Source: an optimization exercise on an open RTL-to-GDS flow (aim: small area, a short achievable clock period and few clock cycles). Production flows keep margins and buffers that such runs may drop. In this exercise RTL edits were held to simulation tests only and were not proved equivalent to the original. No activity file was given, so power comes from the tool's default toggle rates.

==> design/flow/design.v <==
module adder #(parameter WIDTH = 32) (
    input       [WIDTH-1:0] a, b,
    output      [WIDTH-1:0] sum
);
assign sum = a + b;
endmodule
module alu #(parameter WIDTH = 32) (
    input       [WIDTH-1:0] a, b,        
    input       [3:0] alu_ctrl,          
    output reg  [WIDTH-1:0] alu_out,     
    output      zero                     
);
always @(a, b, alu_ctrl) begin
    case (alu_ctrl)
        4'b0000: alu_out <= a + b;        
        4'b0001: alu_out <= a + ~b + 1;   
        4'b0010: alu_out <= a & b;        
        4'b0011: alu_out <= a | b;        
        4'b0100: alu_out <= a << b[4:0];  
        4'b0101: begin                    
                    if (a[31] != b[31]) alu_out <= a[31] ? 1 : 0;
                    else alu_out <= a < b ? 1 : 0;
                end
        4'b0110: alu_out <= a ^ b;          
        4'b0111: alu_out <= a >> b[4:0];    
        4'b1000: alu_out <= $signed(a) >>> b[4:0];   
        4'b1001: alu_out <= a < b ? 1 : 0;  
        default: alu_out = 0;
    endcase
end
assign zero = (alu_out == 0) ? 1'b1 : 1'b0;
endmodule
module alu_decoder (
    input            opb5,
    input [2:0]      funct3,
    input            funct7b5,
    input [1:0]      ALUOp,
    output reg [3:0] ALUControl
);
always @(*) begin
    case (ALUOp)
        2'b00: ALUControl = 4'b0000;              
        2'b01:                                    
            case (funct3[2:1])
                2'b10:   ALUControl = 4'b0101;    
                2'b11:   ALUControl = 4'b1001;    
                default: ALUControl = 4'b0001;    
            endcase
        default:
            case (funct3)  
                3'b000: begin
                    if   (funct7b5 & opb5) ALUControl = 4'b0001;  
                    else ALUControl = 4'b0000;  
                end
                3'b001:  ALUControl = 4'b0100;  
                3'b010:  ALUControl = 4'b0101;  
                3'b011:  ALUControl = 4'b1001;  
                3'b100:  ALUControl = 4'b0110;  
                3'b101: begin
                    if (funct7b5) ALUControl = 4'b1000;  
                    else ALUControl = 4'b0111;           
                end
                3'b110:  ALUControl = 4'b0011;  
                3'b111:  ALUControl = 4'b0010;  
                default: ALUControl = 4'bxxxx;  
            endcase
    endcase
end
endmodule
module main_decoder (
    input  [6:0] op,
    input  [2:0] funct3,
    output [1:0] ResultSrc,
    output       MemWrite, 
	output		 Branch, 
	input		 ALUR31, 
	output 		 ALUSrc,
    output       RegWrite, 
	input 		 Zero, 
	output 		 Jump, Jalr,
    output reg   Take_Branch,
    output [1:0] ImmSrc,
    output [1:0] ALUOp, Store,
    output [2:0] Load
);
reg [16:0] controls;
always @(*) begin
    case (op)
        7'b0000011: begin  
                        case (funct3)                     
                        3'b000: controls = 17'b1_00_1_0_01_0_00_0_00_000_0;  
                        3'b001: controls = 17'b1_00_1_0_01_0_00_0_00_001_0;  
                        3'b010: controls = 17'b1_00_1_0_01_0_00_0_00_010_0;  
                        3'b100: controls = 17'b1_00_1_0_01_0_00_0_00_011_0;  
                        3'b101: controls = 17'b1_00_1_0_01_0_00_0_00_100_0;  
                        default: controls = 17'b0_00_0_0_00_0_00_0_00_000_0;  
                        endcase
                    end
        7'b0100011: begin
                        case (funct3)
                        3'b010: controls = 17'b0_01_1_1_00_0_00_0_00_000_0;  
                        3'b001: controls = 17'b0_01_1_1_00_0_00_0_01_000_0;  
                        3'b000: controls = 17'b0_01_1_1_00_0_00_0_10_000_0;  
                        default: controls = 17'b0_00_0_0_00_0_00_0_00_000_0;  
                        endcase
                    end
        7'b0110011: controls = 17'b1_00_0_0_00_0_10_0_00_010_0;  
        7'b1100011: controls = 17'b0_10_0_0_00_1_01_0_00_010_0;  
        7'b0010011: controls = 17'b1_00_1_0_00_0_10_0_00_010_0;  
        7'b1100111: controls = 17'b1_00_1_0_10_0_00_0_00_010_1;  
        7'b1101111: controls = 17'b1_11_0_0_10_0_00_1_00_010_0;  
        7'b0010111: controls = 17'b1_00_0_0_11_0_00_0_00_010_0;  
        7'b0110111: controls = 17'b1_00_0_0_11_0_00_0_00_010_0;  
        default:    controls = 17'b0_00_0_0_00_0_00_0_00_000_0;  
    endcase
    Take_Branch = 0;
    if (Branch) begin
        case (funct3)
            3'b000:  Take_Branch = Zero;     
            3'b001:  Take_Branch = ~Zero;    
            3'b100:  Take_Branch = ~Zero;    
            3'b101:  Take_Branch = Zero;     
            3'b110: Take_Branch = ~Zero;     
            3'b111: Take_Branch = Zero;      
            default: Take_Branch = 0;
        endcase
    end
end
assign {RegWrite, ImmSrc, ALUSrc, MemWrite, ResultSrc, Branch, ALUOp, Jump, Store, Load, Jalr} = controls;
endmodule
module controller (
    input [6:0]  op,
    input [2:0]  funct3,
    input        funct7b5,
    input        Zero, ALUR31,
    output [1:0] ResultSrc,
    output       MemWrite,
    output       PCSrc, Jalr, ALUSrc,
    output       RegWrite, Op5,
    output [1:0] ImmSrc, Store,
    output [2:0] Load,
    output [3:0] ALUControl
);
wire [1:0] ALUOp;
wire       Branch, Jump, Take_Branch;
main_decoder    md (
    .op(op),                .funct3(funct3), 
    .ResultSrc(ResultSrc),  .MemWrite(MemWrite), 
    .Branch(Branch),        .ALUR31(ALUR31),
    .ALUSrc(ALUSrc),        .RegWrite(RegWrite), 
    .Zero(Zero),            .Jump(Jump), 
    .Jalr(Jalr),            .Take_Branch(Take_Branch),
    .ImmSrc(ImmSrc),        .ALUOp(ALUOp),
    .Store(Store),          .Load(Load)
);
alu_decoder     ad (
    .opb5(op[5]),           .funct3(funct3), 
    .funct7b5(funct7b5),    .ALUOp(ALUOp), 
    .ALUControl(ALUControl)
);
assign PCSrc = (Take_Branch) | Jump;
assign Op5 = op[5];
endmodule
module imm_extend (
    input  [31:7]     instr,
    input  [1:0]     immsrc,
    output reg [31:0] immext
);
always @(*) begin
    case(immsrc)
        2'b00:   immext = {{20{instr[31]}}, instr[31:20]};
        2'b01:   immext = {{20{instr[31]}}, instr[31:25], instr[11:7]};
        2'b10:   immext = {{20{instr[31]}}, instr[7], instr[30:25], instr[11:8], 1'b0};
        2'b11:   immext = {{12{instr[31]}}, instr[19:12], instr[20], instr[30:21], 1'b0};
        default: immext = 32'bx;  
    endcase
end
endmodule
module load_extend (
    input [31:0] y,
    input [2:0] sel,
    output reg [31:0] data
);
always @(*) begin
    case (sel)
    3'b000: data = {{24{y[7]}}, y[7:0]};  
    3'b001: data = {{16{y[15]}}, y[15:0]};  
    3'b010: data = y;  
    3'b011: data = {24'b0, y[7:0]};  
    3'b100: data = {16'b0, y[15:0]};  
    default: data = y;
    endcase
end
endmodule
module store_extend (
    input   [31:0] y,
    input   [1:0] sel,
    output reg [31:0] data
);
always @(*) begin
    case(sel)
        2'b00: data = y;  
        2'b10: data = {24'b0, y[7:0]};  
        2'b01: data = {16'b0, y[15:0]};  
        default: data = y;
    endcase
end
endmodule
module mux2 #(parameter WIDTH = 32) (
    input       [WIDTH-1:0] d0, d1,
    input       sel,
    output      [WIDTH-1:0] y
);
assign y = sel ? d1 : d0;
endmodule
module mux4 #(parameter WIDTH = 32) (
    input       [WIDTH-1:0] d0, d1, d2, d3,
    input       [1:0] sel,
    output      [WIDTH-1:0] y
);
assign y = sel[1] ? (sel[0] ? d3 : d2) : (sel[0] ? d1 : d0);
endmodule
module reg_file #(parameter DATA_WIDTH = 32) (
    input       clk,
    input       wr_en,
    input       [4:0] rd_addr1, rd_addr2, wr_addr,
    input       [DATA_WIDTH-1:0] wr_data,
    output      [DATA_WIDTH-1:0] rd_data1, rd_data2
);
reg [DATA_WIDTH-1:0] reg_file_arr [0:31];
always @(posedge clk) begin
    if (wr_en) reg_file_arr[wr_addr] <= wr_data;
end
assign rd_data1 = ( rd_addr1 != 0 ) ? reg_file_arr[rd_addr1] : 0;
assign rd_data2 = ( rd_addr2 != 0 ) ? reg_file_arr[rd_addr2] : 0;
endmodule
module reset_ff #(parameter WIDTH = 32) (
    input       clk, rst,
    input       [WIDTH-1:0] d,
    output reg  [WIDTH-1:0] q
);
always @(posedge clk or posedge rst) begin
    if (rst) q <= 0;
    else     q <= d;
end
endmodule
module datapath (
    input         clk, reset,
    input   [1:0] ResultSrc,
    input         PCSrc, Jalr, ALUSrc,
    input         RegWrite, Op5,
    input   [1:0] ImmSrc, Store,
    input   [2:0] Load,
    input   [3:0] ALUControl,
    output        Zero, ALUR31,
    output [31:0] PC,
    input  [31:0] Instr,
    output [31:0] Mem_WrAddr, Mem_WrData,
    input  [31:0] ReadData
);
wire [31:0] PCNext, PCNextJalr, PCPlus4, PCTarget;
wire [31:0] ImmExt, SrcA, SrcB, Result, WriteData, ALUResult;
wire [31:0] ReadDataMem, AUIPc, URd;
reset_ff pcreg (
    .clk(clk),                  .rst(reset), 
    .d(PCNextJalr),    
    .q(PC)
);
adder pcadd4 (
    .a(PC),         .b(32'd4), 
    .sum(PCPlus4)
);
adder pcaddbranch (
    .a(PC),            .b(ImmExt), 
    .sum(PCTarget)
);
mux2 pcjalrmux(
    .d0(PCNext),        .d1(ALUResult), 
    .sel(Jalr),
    .y(PCNextJalr)
);
mux2 pcmux (
    .d0(PCPlus4),   .d1(PCTarget), 
    .sel(PCSrc), 
    .y(PCNext)
);
reg_file rf (
    .clk(clk),                  .wr_en(RegWrite), 
    .rd_addr1(Instr[19:15]),    .rd_addr2(Instr[24:20]), 
    .wr_addr(Instr[11:7]),      .wr_data(Result), 
    .rd_data1(SrcA), .rd_data2(WriteData)
);
imm_extend ext (
    .instr(Instr[31:7]),        .immsrc(ImmSrc), 
    .immext(ImmExt)
);
mux2 srcbmux (
    .d0(WriteData),     .d1(ImmExt), 
    .sel(ALUSrc), 
    .y(SrcB)
);
alu alu (
    .a(SrcA),                  .b(SrcB), 
    .alu_ctrl(ALUControl), 
    .alu_out(ALUResult),    .zero(Zero)
);
load_extend ldextd (
    .y(ReadData),       .sel(Load), 
    .data(ReadDataMem)
);
adder auipcadd  (
    .a(PC),     .b({Instr[31:12], 12'b0}), 
    .sum(AUIPc)
);
mux2  luipcmux(
    .d0(AUIPc),     .d1({Instr[31:12], 12'b0}), 
    .sel(Op5), 
    .y(URd)
);
mux4  resultmux (
    .d0(ALUResult),     .d1(ReadDataMem), 
    .d2(PCPlus4),       .d3(URd), 
    .sel(ResultSrc), 
    .y(Result)
);
store_extend strextd (
    .y(WriteData),      .sel(Store), 
    .data(Mem_WrData)
);
assign Mem_WrAddr = ALUResult;
assign ALUR31 = ALUResult[31];
endmodule
module riscv_cpu (
    input         clk, reset,
    output [31:0] PC,
    input  [31:0] Instr,
    output        MemWrite,
    output [31:0] Mem_WrAddr, Mem_WrData,
    input  [31:0] ReadData
);
wire       ALUSrc, RegWrite, Zero, ALUR31;
wire       PCSrc, Jalr, Jump, Op5;
wire [1:0] ResultSrc, ImmSrc, Store;
wire [3:0] ALUControl;
wire [2:0] Load;
controller  c  (
    .op(Instr[6:0]),        .funct3(Instr[14:12]), 
    .funct7b5(Instr[30]),   .Zero(Zero), 
    .ALUR31(ALUR31),
    .ResultSrc(ResultSrc),      .MemWrite(MemWrite), 
    .PCSrc(PCSrc),              .Jalr(Jalr), 
    .ALUSrc(ALUSrc),            .RegWrite(RegWrite),
    .Op5(Op5),                  .ImmSrc(ImmSrc), 
    .Store(Store),              .Load(Load), 
    .ALUControl(ALUControl)
);
datapath    dp (
    .clk(clk),                  .reset(reset),
    .ResultSrc(ResultSrc),      .PCSrc(PCSrc), 
    .Jalr(Jalr),                .ALUSrc(ALUSrc), 
    .RegWrite(RegWrite),        .Op5(Op5), 
    .ImmSrc(ImmSrc),            .Store(Store), 
    .Load(Load),                .ALUControl(ALUControl), 
    .Zero(Zero),                .ALUR31(ALUR31), 
    .PC(PC),                    .Instr(Instr),
    .Mem_WrAddr(Mem_WrAddr),    .Mem_WrData(Mem_WrData), 
    .ReadData(ReadData)
);
endmodule
==> design/flow/run.sh <==
#!/bin/bash
# synth_recipe.tcl (not shown) runs the flow's synth.tcl, then flattens the netlist and writes it again
# the make line also repeats each setting of config.mk as NAME=value (left out here)
make -C /OpenROAD-flow-scripts/flow DESIGN_CONFIG=/design/flow/config.mk WORK_HOME=/design/flow/orfs CLKGATE_MAP_FILE= SYNTH_SCRIPT=/design/flow/synth_recipe.tcl finish
==> design/flow/config.mk <==
export PLATFORM = sky130hd
export DESIGN_NAME = riscv_cpu
export DESIGN_NICKNAME = riscv_cpu
export VERILOG_FILES = /design/flow/design.v
export SDC_FILE = /design/flow/constraint.sdc
export NUM_CORES = 8
export LEC_CHECK = 0
export CAP_MARGIN = 20
export CORE_MARGIN = 2
export CORE_UTILIZATION = 40
export SETUP_SLACK_MARGIN = 0.5
export SLEW_MARGIN = 20
==> design/flow/constraint.sdc <==
create_clock -name core_clock -period 12.0 [get_ports {clk}]
set_input_delay 2.4000 -clock core_clock [delete_from_list [all_inputs] [get_ports {clk}]]
set_output_delay 2.4000 -clock core_clock [all_outputs]
set_load 0.01 [all_outputs]
==> qor.csv <==
metric;value;unit
row_count;145;
status;timing/DRC/antenna clean;
place.gp.congestion;1.05;
fin_nets;5295;
cp_top_family;compound AO/OA/AOI/OAI gates;
synth_top_area_share;48.8;%
firstDrtPassIters;6;
synth_mux_area_share;22.3;%
synth_compound_area_share;11.1;%
r2r_end;dp.pcreg.q[1]$_DFFE_PP0P_;
grt_max_degree;90;
crit_buf_inv;4;
hold_path_depth;3;
internal-power;0.00814;W
max_cap_violations;0;
timing_hold_violations_final;0;
min-delay-start;dp.pcreg.q[0]$_DFFE_PP0P_;
worst_pin_slew;1.16;ns
wl_per_cell;36.4;um
syn_nets;5041;
drcViolationCount;0;
die_w;401;um
max_stage_delay;0.59;ns
antenna_left;0;
dieArea;161000;um2
yosys.area_share.simple;8.90;%
synth_top_flop_cell;edfxtp_1;
synthXorXnorAreaFrac;1.18;%
r2r_setup_slack;3.48;ns
core;156000;um2
slew-limit-headroom;22.2;%
crit_type;primary input to primary output;
synth.top_cells.by_count;edfxtp_1 (1023), mux4_2 (472), nand2_1 (361), nor2_1 (344), mux2i_1 (292);
yosysTopAreaCell;edfxtp_1;
skew;0.0682;ns
io_buffers;162;
fin_crit_sh;95.3;%
seq_power_share;37.9;%
grt_pass1_wl;364000;um
drtIter0Drc;7296;
cp.arrival;9.03;ns
num_vias;48700;
yosysWarnings;8;
insertion_delay;0.76;ns
p_sw;0.00431;W
slew_violations;0;
die_height;401;um
max-vdd-ir-drop;0.000122;V
swShare;34.6;%
synth_fa_ha_area_share;3.11;%
synth_top_family_by_area;multiplexers;
io_pins;163;
cts_sinks;1055;
synth-seq-cells;1055;
cts_tree;done;
min_to;dp.pcreg.q[0]$_DFFE_PP0P_;
fillers;13700;
dpl-instance-area;69000;um2
hold_class;flop to flop;
rr_startpoint;dp.rf.reg_file_arr[23][0]$_DFFE_PP_;
start_util;40.3;%
combPwrFrac;33.0;%
synth_area_leaders;edfxtp_1 (49%), mux4_2 (17%), mux2i_1 (4.6%);
grt_pass1_vias;46500;
cp_max_fo;57;
yosysSeqAreaShare;50.0;%
pwr-share-clk;29.1;%
clockRootBuffer;clkbuf_16;
clk_pin_slew;0.06;ns
post-synth-top-count-cell;edfxtp_1;
leakagePower;25.2;nW
gr-usage-all-layers;32.0;%
syn_inst;4821;
worstPathRequired;9.60;ns
dp.cells;7014;
cp_cell_sequence;buf_8 -> buf_4 -> mux4_2 -> mux4_2 -> mux2i_1 -> or2_2 -> o21ai_0 -> ha_1 -> o21a_1 -> a21oi_1 -> a21oi_1 -> a211oi_1 -> a2bb2oi_1 -> o31ai_1 -> o41ai_2 -> buf_4 -> o2111ai_1 -> a31o_2 -> a2111o_1 -> nand3_1 -> or3b_2 -> clkdlybuf4s50_1;
hpwl;175000;um
period_needed;11.43;ns
cp-end-kind;primary output;
rsz0062_at_grt;yes;
grt_antenna_before_repair;15;
synth_cell_types;102;
totalWireLength;263000;um
area_growth;15.9;%
numCtsBuffers;112;
slowest_stage;or3b_2;
htree_levels;3;
fin_cells;7227;
p_per_area;171;nW/um2
drive_above_1_share;22.6;%
synth.avg_cell_area;13.1;um2
setup_viol;0;
synth_edf_count;1023;
fin_area;73000;um2
grt_overflow;0;
tns;0;ns
avgViaCountPerCell;6.74;
syn_area;63000;um2
critPathLaunchType;primary input;
fmax;87.5;MHz
rr_worst_depth;28;
cts.path.max_buffers;3;
ys_async_sr_fraction;3.03;%
## timing repair
action                     CTS  global route
hold buffers                 0             0
setup endpoints to repair    4            10
gates cloned                 0             2
resized for setup            9            21
pin swaps                    0             1
setup buffers                0             3
## routing by layer
layer	global-route usage, %	wire length, um	up-vias
met5	0	84	-
met4	17.7	17700	14
met3	7.10	29500	672
met2	48.3	116000	3328
met1	42.8	100000	24900
li1	-	-	19800
## worst reg2reg max path: cells and delay by family (launching register included)
family                     cells  cell delay [ns]
and+or+nand+nor               12             3.11
AOI/OAI and AO/OA              7             2.28
muxes                          3             1.29
buffers and inverters          4             0.73
adders and majority gates      2             0.69
DFF                            1             0.38
## cell usage in the layout (no fill, tap or decap), types with 22 or more instances in the layout
cell type and n:
a21oi_1 205, o22ai_1 40, o211ai_1 40, a31oi_1 29, nand2b_1 29, inv_1 116
xor2_1 36, dfrtp_1 32, mux2_2 36, nor3_1 83, nor2_4 35, clkinv_2 24
ha_1 150, a221oi_1 25, nand3_1 115, or3_1 26, mux4_2 472, xnor2_1 49
edfxtp_1 1023, a22oi_1 163, and3_1 35, clkbuf_16 115, nor2b_1 26, clkdlybuf4s50_1 148
nor2_1 309, buf_4 305, and2_1 39, clkbuf_1 22, o21ai_0 198, nand2_1 361
nand4_1 36, a211oi_1 54, mux2i_1 288
## cells by family after synthesis
| kind of cell | Yosys count |
|---|---|
| AND/OR/NAND/NOR | 1196 |
| XOR/XNOR | 85 |
| adder cells (fa/ha/maj) | 154 |
| multiplexers | 808 |
| buffers and inverters | 475 |
| flip-flops | 1055 |
| AO/OA/AOI/OAI | 1048 |
## flip-flops by register name, indices dropped and copies added (netlist names)
name and count:
dp.pcreg.q 32, dp.rf.reg_file_arr 1023
## power by group through the flow
| stage | Sequential (W) | Clock [W] | Combinational [W] |
|---|---|---|---|
| after global placement | 0.00479 | 0 | 0.00395 |
| after global routing | 0.00472 | 0.00381 | 0.00431 |
| after CTS | 0.00471 | 0.00366 | 0.00399 |
| after detailed placement | 0.00479 | 0 | 0.00398 |
| final | 0.00472 | 0.00363 | 0.00411 |
| after floorplan | 0.00477 | 0 | 0.00215 |
## through the flow
stage | setup slack, ns | hold WS (ns) | power (W) | util [%]
floorplan | 0.521 | 0.688 | 0.00692 | -
global placement | 0.204 | 0.741 | 0.00874 | 44.1
detailed placement | 0.254 | 0.750 | 0.00876 | 44.1
CTS | 0.466 | 0.756 | 0.0124 | 46.6
global route | 0.475 | 0.816 | 0.0128 | 46.7
finish | 0.567 | 0.775 | 0.0125 | 46.7
## worst max path at each step
| stage | slack, ns | from | endpoint | cells past startpoint |
|---|---|---|---|---|
| 3_5_place_dp | 0.25 | Instr[18] | Mem_WrAddr[30] | 22 |
| 6_report | 0.57 | Instr[21] | Mem_WrAddr[30] | 22 |
| 5_1_grt | 0.47 | Instr[20] | Mem_WrAddr[30] | 23 |
| 2_1_floorplan | 0.52 | Instr[20] | Mem_WrAddr[30] | 26 |
| 3_3_place_gp | 0.20 | Instr[20] | Mem_WrAddr[30] | 22 |
| 4_1_cts | 0.47 | Instr[20] | Mem_WrAddr[29] | 25 |
## final cells by class
| cell class | count | area [um2] | share of cell area [%] |
|---|---|---|---|
| repair buffers | 492 | 4450 | 6.09 |
| inverters | 123 | 462 | 0.632 |
| diodes | 1 | 2.50 | 0.00343 |
| flip-flops and latches | 1055 | 31500 | 43.2 |
| multi-input cells | 3291 | 30200 | 41.3 |
| well taps | 2058 | 2570 | 3.53 |
| clock buffers | 135 | 2910 | 3.99 |
| clock inverters | 72 | 916 | 1.25 |
Testbench counts, summed over its fixed seeds: cycles 731,729.

-- re-timing with driven ports --
The flow's constraints put no driver on any port. The routed layout listed below was extracted and timed again, unchanged, in two steps.
Step 1 assumes that a clkbuf_16 drives the clock port and a buf_2 every other input.
Step 2 adds t to the input delays and takes it off the output delays; t is the mean of the earliest and latest rising clock arrival at the registers after step 1. Input paths then give back, and output paths get back, about the clock's delay inside the block.
Three values: ideal ports, drivers, drivers and shift; two values: the first two.
t (ns): 0.795
slack for setup (ns): 0.567 / 0.508 / 0.508
worst hold slack (ns): 0.775 / 0.775 / 0.775
latest minus earliest clock arrival (ns): 0.068 / 0.068
After both steps setup and hold are still met in this run. For this run, drivers alone change the setup slack by -0.059 ns; drivers and shift together by -0.059 ns.
